Source: an optimization exercise on an open RTL-to-GDS flow (aim: small area and a short achievable clock period). Production flows keep margins and buffers that such runs may drop.
Only simulation tests tie the RTL to the original design; equivalence was not proved.
No driver is modelled on the clock port, so clocking that relies on it looks cheaper here than on a real chip.

==> flow/design.v <==
module multiple_add_sel
  (
   input logic  b,
   input logic  a1,
   input logic  b_n,
   input logic  b1,
   output logic y
   );
   assign y = ~((b | a1) & (b_n | b1));
endmodule
module multiple_add
  #(
    parameter int DATA_WIDTH=32,
    parameter int NUM_ADDERS=64
    )
   (
    input logic 		 clk,
    input logic 		 rst,
    input logic [DATA_WIDTH-1:0] in,
    output logic [NUM_ADDERS*DATA_WIDTH-1:0] out
    );
   localparam int LOW_BITS = 6;  
   localparam int HIGH_BITS = DATA_WIDTH - LOW_BITS;
   logic [DATA_WIDTH-1:0] in_r, in_rr;
   always_ff @(posedge clk or posedge rst) begin
      if (rst) begin
	 in_r <= '0;
	 in_rr <= '0;
      end
      else begin
	 in_r <= in;
	 in_rr <= in_r;
      end
   end
   logic [LOW_BITS-1:0]   lo;
   logic [HIGH_BITS-1:0]  hi;
   logic [NUM_ADDERS-1:0] cy_d;
   logic [LOW_BITS-1:0][NUM_ADDERS-1:0] low_d;
   assign lo = in_rr[LOW_BITS-1:0];
   assign hi = in_rr[DATA_WIDTH-1:LOW_BITS];
   for (genvar i = 0; i < NUM_ADDERS; i++) begin : g_next
      logic [LOW_BITS:0] lo_sum;
      assign lo_sum = {1'b0, lo} + (LOW_BITS+1)'(i);
      assign cy_d[i] = lo_sum[LOW_BITS];
      for (genvar k = 0; k < LOW_BITS; k++) begin : g_bit
	 assign low_d[k][i] = lo_sum[k];
      end
   end
   logic [HIGH_BITS-1:0]  hi_n, hi_inc_n;
   logic [NUM_ADDERS-1:1] cy;
   logic [LOW_BITS-1:0][NUM_ADDERS/2-1:0] low;
   logic 		  valid_n;
   always_ff @(posedge clk or posedge rst) begin
      if (rst) begin
	 hi_n <= '1;
	 hi_inc_n <= '1;
	 valid_n <= 1'b1;
      end
      else begin
	 hi_n <= ~hi;
	 hi_inc_n <= ~(hi + 1'b1);
	 valid_n <= 1'b0;
      end
   end
   always_ff @(posedge clk) begin
      cy <= cy_d[NUM_ADDERS-1:1];
   end
   for (genvar k = 0; k < LOW_BITS; k++) begin : g_low
      always_ff @(posedge clk or posedge rst) begin
	 if (rst) low[k][2**k-1:0] <= '0;
	 else low[k][2**k-1:0] <= low_d[k][2**k-1:0];
      end
      if (k < LOW_BITS-1) begin : g_unused
	 assign low[k][NUM_ADDERS/2-1:2**k] = '0;
      end
   end
   for (genvar i = 0; i < NUM_ADDERS; i++) begin : g_out
      for (genvar k = 0; k < LOW_BITS; k++) begin : g_lo
	 localparam int M = i % (2**(k+1));
	 if (M < 2**k) begin : g_reg
	    assign out[i*DATA_WIDTH + k] = low[k][M];
	 end
	 else begin : g_inv
	    assign out[i*DATA_WIDTH + k] = ~(low[k][M - 2**k] | valid_n);
	 end
      end
      if (i == 0) begin : g_hi0
	 assign out[DATA_WIDTH-1:LOW_BITS] = ~hi_n;
      end
      else begin : g_hi
	 for (genvar j = 0; j < HIGH_BITS; j++) begin : g_bit
	    multiple_add_sel u_sel
	      (.b(cy[i]), .a1(hi_n[j]), .b_n(~cy[i]), .b1(hi_inc_n[j]),
	       .y(out[i*DATA_WIDTH + LOW_BITS + j]));
	 end
      end
   end
endmodule
export LEC_CHECK = 0
export CAP_MARGIN = 20
export CORE_AREA = 10 10 710 710
export DIE_AREA = 0 0 720 720
export PLACE_DENSITY = 0.3
export SETUP_SLACK_MARGIN = 1.5
export SLEW_MARGIN = 20
export SYNTH_HIERARCHICAL = 1
create_clock -name core_clock -period 5.0 [get_ports {clk}]
standard.sh (not shown) runs the stock make flow with config.mk's settings and CLKGATE_MAP_FILE= SYNTH_SCRIPT=/design/flow/synth_recipe.tcl, a recipe that flattens the netlist after the stock synthesis.
==> flow/flow/run.sh <==
#!/bin/bash
# The standard layout, with these changes:
# - the port buffers are made of the smallest buffer (sky130_fd_sc_hd__buf_1)
#   instead of the one buffer_ports picks by default;
# - flow/dont_use.tcl, run at the start of each step that resizes, keeps the
#   per-bit output gates (o22ai) at their smallest size.
set -euo pipefail
cd "$(dirname "$0")/.."
hook="$PWD/flow/dont_use.tcl"
bash standard.sh "BUFFER_PORTS_ARGS=-buffer_cell sky130_fd_sc_hd__buf_1" \
     "PRE_FLOORPLAN_TCL=$hook" "PRE_GLOBAL_PLACE_TCL=$hook" "PRE_RESIZE_TCL=$hook" \
     "PRE_DETAIL_PLACE_TCL=$hook" "PRE_CTS_TCL=$hook" "PRE_GLOBAL_ROUTE_TCL=$hook" \
     finish > make_finish.log 2>&1
==> flow/flow/dont_use.tcl <==
# Keep the per-bit output gates (o22ai) at their smallest size: timing repair
# may not upsize them, so it reworks the nets that fan out to them instead.
set_dont_use {sky130_fd_sc_hd__o22ai_2 sky130_fd_sc_hd__o22ai_4}
Edit:
==> flow/flow/run.sh (replaced) <==
#!/bin/bash
# The standard layout, with these changes:
# - the port buffers are made of the smallest buffer (sky130_fd_sc_hd__buf_1)
#   instead of the one buffer_ports picks by default;
# - before the floorplan's and clock tree's timing repair, the per-bit output
#   gates and the port buffers are marked dont_touch (flow/dont_touch.tcl),
#   so that repair toward SETUP_SLACK_MARGIN reworks only the fan-out nets.
set -euo pipefail
cd "$(dirname "$0")/.."
hook="$PWD/flow/dont_touch.tcl"
bash standard.sh "BUFFER_PORTS_ARGS=-buffer_cell sky130_fd_sc_hd__buf_1" \
     "PRE_FLOORPLAN_TCL=$hook" "PRE_CTS_TCL=$hook" "PRE_GLOBAL_ROUTE_TCL=$hook" \
     finish > make_finish.log 2>&1
==> flow/flow/dont_touch.tcl (new file) <==
# Keep the per-bit output gates (o22ai) and the port buffers at their
# smallest size: timing repair may then only rework the nets that fan out to
# them (the third-stage registers, their buffers and inverters).
set n 0
foreach inst [[ord::get_db_block] getInsts] {
  set master [[$inst getMaster] getName]
  set name [$inst getName]
  if {[string match "*o22ai*" $master] || [regexp {^(input|output)[0-9]+$} $name]} {
    $inst setDoNotTouch 1
    incr n
  }
}
puts "dont_touch.tcl: $n instances kept as they are"
--- a/flow/config.mk
+++ b/flow/config.mk
@@ -11,3 +11,3 @@
 export PLACE_DENSITY = 0.3
-export SETUP_SLACK_MARGIN = 1.5
+export SETUP_SLACK_MARGIN = 2.0
 export SLEW_MARGIN = 20
removed: flow/flow/dont_use.tcl
The new run ended with an error in global placement (3_3_place_gp) with RSZ-3006.
Synthesized cell count is unchanged.
Synthesized area is unchanged.
Edit:
==> flow/flow/run.sh (replaced) <==
#!/bin/bash
# The standard layout, with these changes:
# - the port buffers are made of the smallest buffer (sky130_fd_sc_hd__buf_1)
#   instead of the one buffer_ports picks by default;
# - flow/dont_use.tcl, run at the start of each step that resizes, keeps the
#   per-bit output gates (o22ai) at their smallest size;
# - flow/pin_groups.tcl, run before pin placement, keeps each sum's 32 output
#   pins together on the die's edge;
# - the pins go on the top and bottom edges only (vertical met2 pins), one
#   routing track apart instead of two, so that the 2082 pins fit on a
#   smaller die.
set -euo pipefail
cd "$(dirname "$0")/.."
hook="$PWD/flow/dont_use.tcl"
bash standard.sh "BUFFER_PORTS_ARGS=-buffer_cell sky130_fd_sc_hd__buf_1" \
     "PRE_FLOORPLAN_TCL=$hook" "PRE_GLOBAL_PLACE_TCL=$hook" "PRE_RESIZE_TCL=$hook" \
     "PRE_DETAIL_PLACE_TCL=$hook" "PRE_CTS_TCL=$hook" "PRE_GLOBAL_ROUTE_TCL=$hook" \
     "PRE_IO_PLACEMENT_TCL=$PWD/flow/pin_groups.tcl" \
     "PLACE_PINS_ARGS=-min_distance 1 -min_distance_in_tracks -exclude left:* -exclude right:*" \
     finish > make_finish.log 2>&1
==> flow/flow/dont_use.tcl (new file) <==
# Keep the per-bit output gates (o22ai) at their smallest size: timing repair
# may not upsize them, so it reworks the nets that fan out to them instead.
set_dont_use {sky130_fd_sc_hd__o22ai_2 sky130_fd_sc_hd__o22ai_4}
==> flow/flow/pin_groups.tcl (new file) <==
# Keep the 32 bits of each sum together, in bit order, on the die's edge:
# the pins of one sum then share one neighbourhood, and the nets that are
# per sum (its carry select) stay short.
for {set i 0} {$i < 64} {incr i} {
  set names {}
  for {set j 0} {$j < 32} {incr j} { lappend names "out\[[expr {$i*32+$j}]\]" }
  set_io_pin_constraint -group -order -pin_names $names
}
--- a/flow/config.mk
+++ b/flow/config.mk
@@ -8,6 +8,6 @@
 export CAP_MARGIN = 20
-export CORE_AREA = 10 10 710 710
-export DIE_AREA = 0 0 720 720
+export CORE_AREA = 5 5 515 355
+export DIE_AREA = 0 0 520 360
 export PLACE_DENSITY = 0.3
-export SETUP_SLACK_MARGIN = 2.0
+export SETUP_SLACK_MARGIN = 1.5
 export SLEW_MARGIN = 20
removed: flow/flow/dont_touch.tcl
Outcome: Now the flow did not get past global routing (5_1_grt) (GRT-0116). Synthesized cell count does not change. Area after synthesis does not change.
Edit:
--- a/flow/flow/run.sh
+++ b/flow/flow/run.sh
@@ -10,3 +10,4 @@
 #   routing track apart instead of two, so that the 2082 pins fit on a
-#   smaller die.
+#   smaller die;
+# - global routing reserves 10% of each layer instead of 20%.
 set -euo pipefail
@@ -19,2 +20,3 @@
      "PLACE_PINS_ARGS=-min_distance 1 -min_distance_in_tracks -exclude left:* -exclude right:*" \
+     "ROUTING_LAYER_ADJUSTMENT=0.1" \
      finish > make_finish.log 2>&1
--- a/flow/config.mk
+++ b/flow/config.mk
@@ -8,4 +8,4 @@
 export CAP_MARGIN = 20
-export CORE_AREA = 5 5 515 355
-export DIE_AREA = 0 0 520 360
+export CORE_AREA = 5 5 595 355
+export DIE_AREA = 0 0 600 360
 export PLACE_DENSITY = 0.3
After rerunning:
- The changed run did not get past global routing (5_1_grt) (GRT-0116)
- synthesized cell count does not change
- area after synthesis is unchanged
Edit:
--- a/flow/config.mk
+++ b/flow/config.mk
@@ -8,4 +8,4 @@
 export CAP_MARGIN = 20
-export CORE_AREA = 5 5 595 355
-export DIE_AREA = 0 0 600 360
+export CORE_AREA = 5 5 675 315
+export DIE_AREA = 0 0 680 320
 export PLACE_DENSITY = 0.3
Outcome:
- This time the run completed without violations
- synthesized area does not change
- synthesized cell count does not change

what the ideal ports hide:
No port has a modelled driver above. Below, the same layouts with a new extraction and two added sets of constraints.
Step 1 sets driving cells, clkbuf_16 on the clock port and buf_2 on the other inputs (assumed; they add their load-dependent delay and slew).
Step 2 times the ports against the registers' clock, not the clock port: input delays grow and output delays shrink by t, the midpoint of the rising clock arrivals with the driver on.
Slacks: ideal ports / drivers / drivers and shift; pairs: ideal ports / drivers.
run | t (ns) | setup slack, ns | worst setup path at the end
the first run | 0.758 | 1.487 / 1.405 / 2.050 | register to register
the fifth run | 0.676 | 1.350 / 1.275 / 1.746 | register to register
After both steps every run listed still meets setup and hold.
